What follows belongs to an exercise in optimizing a design on an open flow for small area and a short achievable clock period; a production flow would make more cautious choices. In this exercise RTL edits were held to simulation tests only and were not proved equivalent to the original. Power is estimated from default activity; no workload was simulated.

==> flow/design.v, too long to show whole: its modules and the start of the top module <==
// module ALU: 1291 lines
module ALU(
    input logic CLK,
    input logic RST,
    input logic ACT,
    input logic[3:0]  OP,
    input logic[1:0]  MOVI,
    input logic[31:0] REG_A,
    input logic[31:0] REG_B,
    input logic[31:0] MEM,
    input logic[31:0] IMM,
    output logic[31:0] DATA,
    output logic       RDY,
    output logic       VLD
);
  // ...
==> flow/run.sh <==
#!/bin/bash
# synth_recipe.tcl (not shown) runs the flow's synth.tcl, then flattens the netlist and writes it again
# the make line also repeats each setting of config.mk as NAME=value (left out here)
make -C /OpenROAD-flow-scripts/flow DESIGN_CONFIG=/design/flow/config.mk WORK_HOME=/design/flow/orfs CLKGATE_MAP_FILE= SYNTH_SCRIPT=/design/flow/synth_recipe.tcl finish
==> flow/config.mk <==
export PLATFORM = sky130hd
export DESIGN_NAME = ALU
export DESIGN_NICKNAME = ALU
export VERILOG_FILES = /design/flow/design.v
export SDC_FILE = /design/flow/constraint.sdc
export NUM_CORES = 4
export LEC_CHECK = 0
export CAP_MARGIN = 20
export CORE_MARGIN = 2
export CORE_UTILIZATION = 40
export SETUP_SLACK_MARGIN = 2.5
export SLEW_MARGIN = 20
==> flow/constraint.sdc <==
create_clock -name core_clock -period 10.5 [get_ports {CLK}]
set_input_delay 2.1000 -clock core_clock [delete_from_list [all_inputs] [get_ports {CLK}]]
set_output_delay 2.1000 -clock core_clock [all_outputs]
set_load 0.01 [all_outputs]
==> results.sh, run 1 <==
export IMPL_crit_arrival_ns=8.18
export IMPL_critPathLaunchType="primary input"
export IMPL_path_clk_slew_ns=0.09
export IMPL_yosysWarnings=1
export IMPL_placed_cells=5047
export IMPL_whs_path_depth=1
export IMPL_layout_commonest_cell="fa_1"
export IMPL_comb_power_share=0.650
export IMPL_final_cell_area_um2=38800
export IMPL_grt_max_degree=85
export IMPL_wl_met1_um=61900
export IMPL_buf_share=0.0774
export IMPL_grt_busiest_layer="met2"
export IMPL_worst_pin_slew_ns=1.14
export IMPL_synthMuxAreaShare=0.0348
export IMPL_yosysMostFrequentCell="fa_1"
export IMPL_synth_compound_area_frac=0.219
export IMPL_syn_to_final_growth_pct=9.63
export IMPL_postSynthCellCount=3975
export IMPL_setup_tns_ns=0
export IMPL_design_seq_count=131
export IMPL_pwr_share_seq=0.207
export IMPL_status="finished clean"
export IMPL_cpMostUsedCell="fa_1"
export IMPL_cts_num_sinks=131
export IMPL_numCtsBuffers=17
export IMPL_rsz0062_at_grt="true"
export IMPL_hold_start="state_curr[0]"
export IMPL_ys_top_cells_by_count="fa_1 (528), inv_1 (464), xnor2_1 (415), a22oi_1 (323), nand2_1 (271)"
export IMPL_internal_power_mw=2.24
export IMPL_ys_types=88
export IMPL_fmax_ghz=0.126
export IMPL_cp_depth=17
==> run 2: changes to the inputs <==
--- a/flow/config.mk
+++ b/flow/config.mk
@@ -8,5 +8,4 @@
 export CAP_MARGIN = 20
 export CORE_MARGIN = 2
 export CORE_UTILIZATION = 40
-export SETUP_SLACK_MARGIN = 2.5
 export SLEW_MARGIN = 20
==> results.sh, run 2 <==
export IMPL_finalPower_mw=4.48
export IMPL_layout_cells_non_filler=5086
export IMPL_yosys_most_used_dff="dfxtp_1"
export IMPL_vias_per_cell=6.44
export IMPL_period_share=0.818
export IMPL_whs_path_depth=1
export IMPL_cts_setup_buffers=0
export IMPL_placed_cells=5047
export IMPL_rsz0062_at_grt="false"
export IMPL_skew_ns=0.0231
export IMPL_initial_core_util=0.402
export IMPL_path_max_fanout=42
export IMPL_gr_total_overflow=0
export IMPL_pwr_share_seq=0.208
export IMPL_switching_share=0.502
export IMPL_grt_use_total=0.370
export IMPL_drc=0
export IMPL_grt_pass1_vias=32400
export IMPL_die_area_um2=90800
export IMPL_fmax_ghz=0.116
export IMPL_vias=32800
export IMPL_multiInputGateArea_um2=28400
export IMPL_layout_min_cycle_time_ns=8.59
export IMPL_critPathKind="primary input to flop"
export IMPL_num_fill_cells=8624
export IMPL_power_share_clock=0.144
export IMPL_yosysMostFrequentCell="fa_1"
export IMPL_cts_num_sinks=131
export IMPL_synth_edf_count=64
export IMPL_final_hold_violation_count=0
export IMPL_worst_pin_slew_ns=1.30
export IMPL_grt_pass1_wl_um=239000
export IMPL_rows=109
export IMPL_slew_headroom=0.134
export IMPL_cts_hold_fix_buffers=0
export IMPL_routed_wl_um=168000
export IMPL_p_leak_nw=13.5
export IMPL_syn_num_nets=4788
export IMPL_die_h_um=301
export IMPL_yosys_area_top_type="fa_1"
export IMPL_critPathLaunchType="primary input"
export IMPL_path_buf_inv=4
export IMPL_cp_end_kind="flop"
export IMPL_dp_hpwl_um=121000
export IMPL_regArea_um2=3260
export IMPL_crit_start="OP[3]"
export IMPL_cap_violations=0
export IMPL_ff2ff_path_depth=11
export IMPL_critPathMaxStageDelay_ns=0.84
export IMPL_layout_commonest_cell="fa_1"
export IMPL_internal_power_mw=2.23
export IMPL_floorplan_core_area_um2=88000
export IMPL_nets=4714
export IMPL_ant_nets=0
export IMPL_wl_per_cell_um=33.1
export IMPL_port_buffers=170
export IMPL_min_delay_worst_endpoint="state_curr[0]"
export IMPL_grt_max_degree=85
export IMPL_synth_top_area_frac=0.299
export IMPL_p_per_area_nw_per_um2=117
export IMPL_synth_area_leaders="fa_1 (30%), xnor2_1 (10%), a22oi_1 (6.9%), edfxtp_1 (5.4%), ha_1 (5.2%)"
export IMPL_slowest_stage="nand2_1"
export IMPL_peakVddDrop_uv=130
export IMPL_required_ns=10.73
export IMPL_path_clk_slew_ns=0.09
export IMPL_cts_tree="built"
export IMPL_ios=171
export IMPL_die_w_um=301
export IMPL_cpMostUsedCell="fa_1"
export IMPL_r2r_end="cy"
export IMPL_dpl_cell_area_um2=37700
export IMPL_numCtsBuffers=17
export IMPL_maxSlewViolCount=0
export IMPL_ys_types=88
export IMPL_ys_top_cells_by_count="fa_1 (528), inv_1 (464), xnor2_1 (415), a22oi_1 (323), nand2_1 (271)"
export IMPL_synth_async_sr_flop_share=0
export IMPL_holdCritPathClass="flop to flop"
export IMPL_comb_power_share=0.648
export IMPL_synth_seq_area_share=0.0922
export IMPL_clock_latency_ns=0.48
export IMPL_yosysWarnings=1
export IMPL_place_congestion=1.03
export IMPL_status="finished clean"
export IMPL_finalSetupViolations=0
export IMPL_syn_to_final_growth_pct=8.29
export IMPL_crit_arrival_ns=8.82
export IMPL_first_pass_iters=10
export IMPL_drive_gt1_frac=0.0945
export IMPL_cp_depth=15
export IMPL_hold_start="state_curr[0]"
export IMPL_final_cell_mix="fa_1 (528), inv_1 (464), xnor2_1 (415), a22oi_1 (323), nand2_1 (263)"
export IMPL_ctsResizeCount=0
export IMPL_syn_area_per_cell_um2=8.90
export IMPL_synthesis_area_um2=35400
export IMPL_postSynthCellCount=3975
export IMPL_rr_startpoint="state_curr[0]"
export IMPL_drt_iter0_markers=5547
export IMPL_critPathTopFamily="adder cells"
export IMPL_final_cell_area_um2=38300
export IMPL_cts_root_buf="clkbuf_16"
export IMPL_r2r_slack_ns=6.18
export IMPL_worstPathCellList="clkdlybuf4s50_1 -> buf_4 -> nor3_4 -> buf_4 -> nand2_1 -> o21ai_0 -> a21oi_1 -> a311o_1 -> fa_1 -> fa_1 -> fa_1 -> fa_1 -> fa_1 -> inv_1 -> fa_1"
export IMPL_htree_levels=4
export IMPL_antenna_found_initial=17
export IMPL_ys_ff_latch=131
export IMPL_clockBufferDepth=2
export IMPL_switchingPower_mw=2.25
export IMPL_setup_tns_ns=0
export IMPL_holdWs_ns=0.577
==> run 2: through the flow <==
stage | setup WS, ns | util
floorplan | 3.12 | -
global placement | 1.67 | 0.428
detailed placement | 1.63 | 0.428
CTS | 2.14 | 0.435
global route | 1.81 | 0.435
finish | 1.91 | 0.435
==> run 2: cell type report <==
cell class	instances	area share
antenna	7	0.000457
clock buffer	17	0.0111
clock inverter	15	0.00467
inverter	490	0.0481
multi-input combinational	2954	0.742
sequential	131	0.0852
tap	1165	0.0381
timing repair buffer	307	0.0705
==> run 2: worst reg2reg max path: stages (launching register included) <==
cell	delay (ns)
dfxtp_1	0.37
nand2_2	0.42
buf_4	0.61
mux2_2	0.47
ha_1	0.35
a21oi_1	0.42
o21ai_0	0.22
a21oi_1	0.20
o221ai_1	0.27
a41o_1	0.37
a221o_1	0.34
a21o_1	0.17
==> run 2: metal layers <==
layer	global-route usage	vias up	share of wire
li1	-	13300	-
met5	0	-	0.00095
met3	0.146	671	0.15
met2	0.506	2625	0.39
met4	0.255	22	0.084
met1	0.473	16100	0.37
==> run 2: cells by family (layout without fill, tap and decap cells) <==
| family | after synthesis | after routing | synth area share |
|---|---|---|---|
| fa+ha+maj | 676 | 676 | 0.351 |
| mux | 114 | 114 | 0.0348 |
| other cells | 0 | 7 | 0 |
| xor+xnor | 489 | 489 | 0.121 |
| compound gates | 1085 | 1085 | 0.219 |
| flops | 131 | 131 | 0.0922 |
| buf+inv | 890 | 829 | 0.108 |
| simple gates | 590 | 590 | 0.0734 |
==> run 2: power by group through the flow <==
stage                     clock, mW  sequential, mW  combinational (mW)
final                         0.645           0.932                2.90
after global routing          0.669           0.937                3.18
after CTS                     0.651           0.918                2.86
after detailed placement          0           0.928                2.84
after global placement            0           0.930                2.82
after floorplan                   0           0.798                1.89
==> run 2: worst max path at each step <==
stage,slack [ns],endpoint
global route,1.81,s_hi[0]
global placement,1.67,s_hi[3]
CTS,2.14,s_hi[0]
detailed placement,1.63,s_hi[0]
floorplan,3.12,s_hi[0]
finish,1.91,s_hi[0]

what the ideal ports hide:
The results above use ideal ports. As a check the final layouts listed here were re-extracted and re-timed, cells and wires unchanged. Step 1, drivers: a clkbuf_16 drives CLK and a buf_2 each remaining input, both assumed. Step 2 also shifts input and output timing later by t, the mid clock arrival at the registers, as if the neighbouring blocks saw the same clock. Slacks: ideal ports / drivers / drivers and shift; pairs: ideal ports / drivers.
run	shift t [ns]	setup slack, ns	worst hold slack (ns)	cell pins on the clock port's net
run 1	0.522	2.543 / 2.584 / 2.062	0.579 / 0.579 / 0.579	1
run 2	0.526	1.910 / 1.934 / 1.408	0.577 / 0.577 / 0.577	1
After both steps setup and hold are still met in every run listed. The setup slack of run 2, which loses most, moves by +0.024 ns with the drivers and by -0.502 ns with both steps.
